This is an optimization exercise on Yosys and OpenROAD, whose aim is small area, a short achievable clock period and few clock cycles, not a production implementation. No activity file was given, so power comes from the tool's default toggle rates.

==> flow/design.v (excerpt) <==
module single_cycle_risc (
  input         clk,
  input         rst,
  output [31:0] imem_addr,
  input  [31:0] imem_data,
  output        wb_valid,
  output [4:0]  wb_rd,
  output [31:0] wb_data
);
Size: about 5300 cells after synthesis, roughly 1500 flip-flops, ~100 I/O pins, ~71000 um^2 of cells after synthesis.
clock: 25.0 ns
lec_check: 0
cap_margin: 30
cell_pad_in_sites_detail_placement: 1
cell_pad_in_sites_global_placement: 2
core_margin: 2
core_utilization: 30
place_density: 0.35
slew_margin: 30
synth_hierarchical: 1
standard.sh (not shown) runs the stock make flow with config.mk's settings and CLKGATE_MAP_FILE= SYNTH_SCRIPT=/design/flow/synth_recipe.tcl, a recipe that flattens the netlist after the stock synthesis.
==> flow/flow/run.sh <==
#!/bin/bash
# Layout: the standard ORFS flow (standard.sh), with
#  - timing repair aimed well below the design's clock period (a setup-slack
#    margin), so that the period the layout achieves gets optimised;
#  - port buffers of a stronger cell than the default delay buffer;
set -euo pipefail
CTS="-sink_clustering_enable -repair_clock_nets -sink_clustering_size 20 -sink_clustering_max_diameter 100 -dont_use_dummy_load -buf_list {sky130_fd_sc_hd__clkbuf_8 sky130_fd_sc_hd__clkbuf_16}"
bash standard.sh SETUP_SLACK_MARGIN=${MARGIN:-18.5} TNS_END_PERCENT=${TNS:-0} \
  "BUFFER_PORTS_ARGS=-buffer_cell sky130_fd_sc_hd__buf_4" "CTS_ARGS=$CTS" finish > standard_flow.log 2>&1
The starting point went through all stages and came out clean.
Change:
- CORE_UTILIZATION: 30 -> 40
- PLACE_DENSITY: 0.35 -> 0.5
Outcome:
- The new run passed the timing, DRC and antenna checks
- power decreases by about 2.3%
- hold slack is better by 51 ps
- critical path depth goes down by 1
- sequential cell count is unchanged
- setup slack is better by 140 ps
- die area fell by 25%
- maximum frequency came out higher by 2.0%
- cell area came out lower by about 1.1%
- sequential share of layout area rises by 0.58 points
Change:
--- a/flow/flow/run.sh
+++ b/flow/flow/run.sh
@@ -7,3 +7,3 @@
 CTS="-sink_clustering_enable -repair_clock_nets -sink_clustering_size 20 -sink_clustering_max_diameter 100 -dont_use_dummy_load -buf_list {sky130_fd_sc_hd__clkbuf_8 sky130_fd_sc_hd__clkbuf_16}"
-bash standard.sh SETUP_SLACK_MARGIN=${MARGIN:-18.5} TNS_END_PERCENT=${TNS:-0} \
+bash standard.sh SETUP_SLACK_MARGIN=${MARGIN:-18.0} TNS_END_PERCENT=${TNS:-100} \
   "BUFFER_PORTS_ARGS=-buffer_cell sky130_fd_sc_hd__buf_4" "CTS_ARGS=$CTS" finish > standard_flow.log 2>&1
- CORE_UTILIZATION: 40 -> 30
- PLACE_DENSITY: 0.5 -> 0.35
The changed run went through all stages and came out clean. Area after synthesis stays the same. Design area is higher by 4.6%. Power is higher by 2.9%. Flip-flop and latch count is unchanged. First-iteration DRC count is lower by 9.8%. Worst setup slack improved by 58 ps. Clock-buffer cell count is higher by 6. Utilization is lower by 9.9 points. Sequential share of layout area is lower by 2.3 points.
No run of this note included a check of the RTL's function; only the layout flow was run.

Setup of P:
single_cycle_risc, a different RTL version from the one above (not shown whole).
For scale: about 5600 cells after synthesis, roughly 1500 flip-flops, about 100 I/O pins.
clock: 25.0 ns
lec_check: 0
cap_margin: 30
cell_pad_in_sites_detail_placement: 1
cell_pad_in_sites_global_placement: 2
core_margin: 2
core_utilization: 30
place_density: 0.35
slew_margin: 30
synth_hierarchical: 1
==> flow/flow/run.sh <==
#!/bin/bash
# Layout: the standard ORFS flow (standard.sh), with
#  - timing repair aimed well below the design's clock period (a setup-slack
#    margin), so that the period the layout achieves gets optimised;
#  - port buffers of a stronger cell than the default delay buffer;
set -euo pipefail
CTS="-sink_clustering_enable -repair_clock_nets -sink_clustering_size 20 -sink_clustering_max_diameter 100 -dont_use_dummy_load -buf_list {sky130_fd_sc_hd__clkbuf_8 sky130_fd_sc_hd__clkbuf_16}"
bash standard.sh SETUP_SLACK_MARGIN=${MARGIN:-18.5} TNS_END_PERCENT=${TNS:-0} \
  "BUFFER_PORTS_ARGS=-buffer_cell sky130_fd_sc_hd__buf_4" "CTS_ARGS=$CTS" finish > standard_flow.log 2>&1
What Q does differently from P at the input level:
diff --git a/flow/flow/run.sh b/flow/flow/run.sh
--- a/flow/flow/run.sh
+++ b/flow/flow/run.sh
@@ -8 +8 @@
-bash standard.sh SETUP_SLACK_MARGIN=${MARGIN:-18.5} TNS_END_PERCENT=${TNS:-0} \
+bash standard.sh SETUP_SLACK_MARGIN=${MARGIN:-18.6} TNS_END_PERCENT=${TNS:-100} \
Findings:
Re global-route wire length before repair: Q is about 4% up on P.
Going from P to Q, routed via count shows an increase of 2082; power now sits higher.
Final critical-path share of the clock period delta for Q relative to P: 0.64 points lower
Timing-limited maximum frequency, Q and P, higher one = Q.
The lower placed wire-length estimate came out of Q.
The final non-filler cell area of Q was inferior to that of P.
Diff Q..P | total clock network power | negligible
[Q] final period demand of the worst path fell 0.16 ns relative to P
No run of this note included a check of the RTL's function; only the layout flow was run.

Setup of lane 1:
Another version of the RTL of single_cycle_risc (not shown whole).
Size: about 5300 cells after synthesis, roughly 1500 flip-flops, about 100 I/O pins, about 72000 um^2 of cells after synthesis.
## single_cycle_risc
module single_cycle_risc (
  input         clk,
  input         rst,
  output [31:0] imem_addr,
  input  [31:0] imem_data,
  output        wb_valid,
  output [4:0]  wb_rd,
  output [31:0] wb_data
);
export LEC_CHECK = 0
export CAP_MARGIN = 30
export CELL_PAD_IN_SITES_DETAIL_PLACEMENT = 1
export CELL_PAD_IN_SITES_GLOBAL_PLACEMENT = 2
export CORE_MARGIN = 2
export CORE_UTILIZATION = 40
export PLACE_DENSITY = 0.5
export SLEW_MARGIN = 30
export SYNTH_HIERARCHICAL = 1
create_clock -name core_clock -period 25.0 [get_ports {clk}]
==> flow/flow/run.sh <==
#!/bin/bash
# Layout: the standard ORFS flow (standard.sh), with
#  - timing repair aimed well below the design's clock period (a setup-slack
#    margin), so that the period the layout achieves gets optimised;
#  - port buffers of a stronger cell than the default delay buffer;
set -euo pipefail
CTS="-sink_clustering_enable -repair_clock_nets -sink_clustering_size 20 -sink_clustering_max_diameter 100 -dont_use_dummy_load -buf_list {sky130_fd_sc_hd__clkbuf_8 sky130_fd_sc_hd__clkbuf_16}"
bash standard.sh SETUP_SLACK_MARGIN=${MARGIN:-18.5} TNS_END_PERCENT=${TNS:-0} \
  "BUFFER_PORTS_ARGS=-buffer_cell sky130_fd_sc_hd__buf_4" "CTS_ARGS=$CTS" finish > standard_flow.log 2>&1
Lane 1 | status: complete | timing, DRC, antenna: pass
diff inputs: lane 1 => lane 2
diff --git a/flow/flow/run.sh b/flow/flow/run.sh
--- a/flow/flow/run.sh
+++ b/flow/flow/run.sh
@@ -7,3 +7,3 @@
 CTS="-sink_clustering_enable -repair_clock_nets -sink_clustering_size 20 -sink_clustering_max_diameter 100 -dont_use_dummy_load -buf_list {sky130_fd_sc_hd__clkbuf_8 sky130_fd_sc_hd__clkbuf_16}"
-bash standard.sh SETUP_SLACK_MARGIN=${MARGIN:-18.5} TNS_END_PERCENT=${TNS:-0} \
+bash standard.sh SETUP_SLACK_MARGIN=${MARGIN:-18.2} TNS_END_PERCENT=${TNS:-100} \
   "BUFFER_PORTS_ARGS=-buffer_cell sky130_fd_sc_hd__buf_4" "CTS_ARGS=$CTS" finish > standard_flow.log 2>&1
[summary]
Lane 2 did not stop at any stage, and its layout met the timing, DRC and antenna checks. On fraction of met1 tracks used by global routing: between lane 1 and lane 2, it ends up higher for lane 2. Lane 2 vs. lane 1: final instance area increased by 5.8% relative to the old numbers; detail-routed via count per cell closely matched the old numbers. Looking at end point of the critical path, the a_rn[16]$_DFF_P_ result is from lane 1; the b_rn[11]$_DFF_P_ one comes from lane 2.
No run of this note included a check of the RTL's function; only the layout flow was run.

==> what the ideal ports hide <==
How much do the figures lean on ideal ports? The routed layouts below were timed once more, with nothing changed but the port constraints. Step 1: set_driving_cell puts a clkbuf_16 on clk and a buf_2 on each other input, an assumption about the parent block. Step 2 also shifts input and output timing later by t, the mid clock arrival at the registers, as if the neighbouring blocks saw the same clock. Three values: ideal ports, drivers, drivers and shift; two values: the first two.
run | shift t [ns] | setup slack, ns | hold slack, ns | slew at the worst register clock pin (ns) | cell pins on the clock port's net
the first run of note 1 | 0.823 | 17.503 / 17.464 / 16.641 | 0.371 / 0.371 / 0.371 | 0.09 / 0.09 | 1
the second run of note 1 | 0.822 | 17.648 / 17.680 / 16.859 | 0.422 / 0.422 / 0.422 | 0.09 / 0.09 | 1
the third run of note 1 | 0.831 | 17.706 / 17.748 / 16.918 | 0.398 / 0.398 / 0.398 | 0.10 / 0.10 | 1
P | 0.843 | 17.210 / 17.283 / 16.440 | 0.416 / 0.416 / 0.416 | 0.09 / 0.09 | 1
Q | 0.823 | 17.371 / 17.405 / 16.583 | 0.294 / 0.294 / 0.294 | 0.09 / 0.09 | 1
lane 1 | 0.817 | 17.589 / 17.650 / 16.833 | 0.362 / 0.362 / 0.362 | 0.09 / 0.09 | 1
lane 2 | 0.814 | 17.653 / 17.651 / 16.838 | 0.416 / 0.416 / 0.416 | 0.10 / 0.10 | 1
After both steps setup and hold are still met in every run listed. The setup slack of the first run of note 1, which loses most, moves by -0.039 ns with the drivers and by -0.862 ns with both steps.
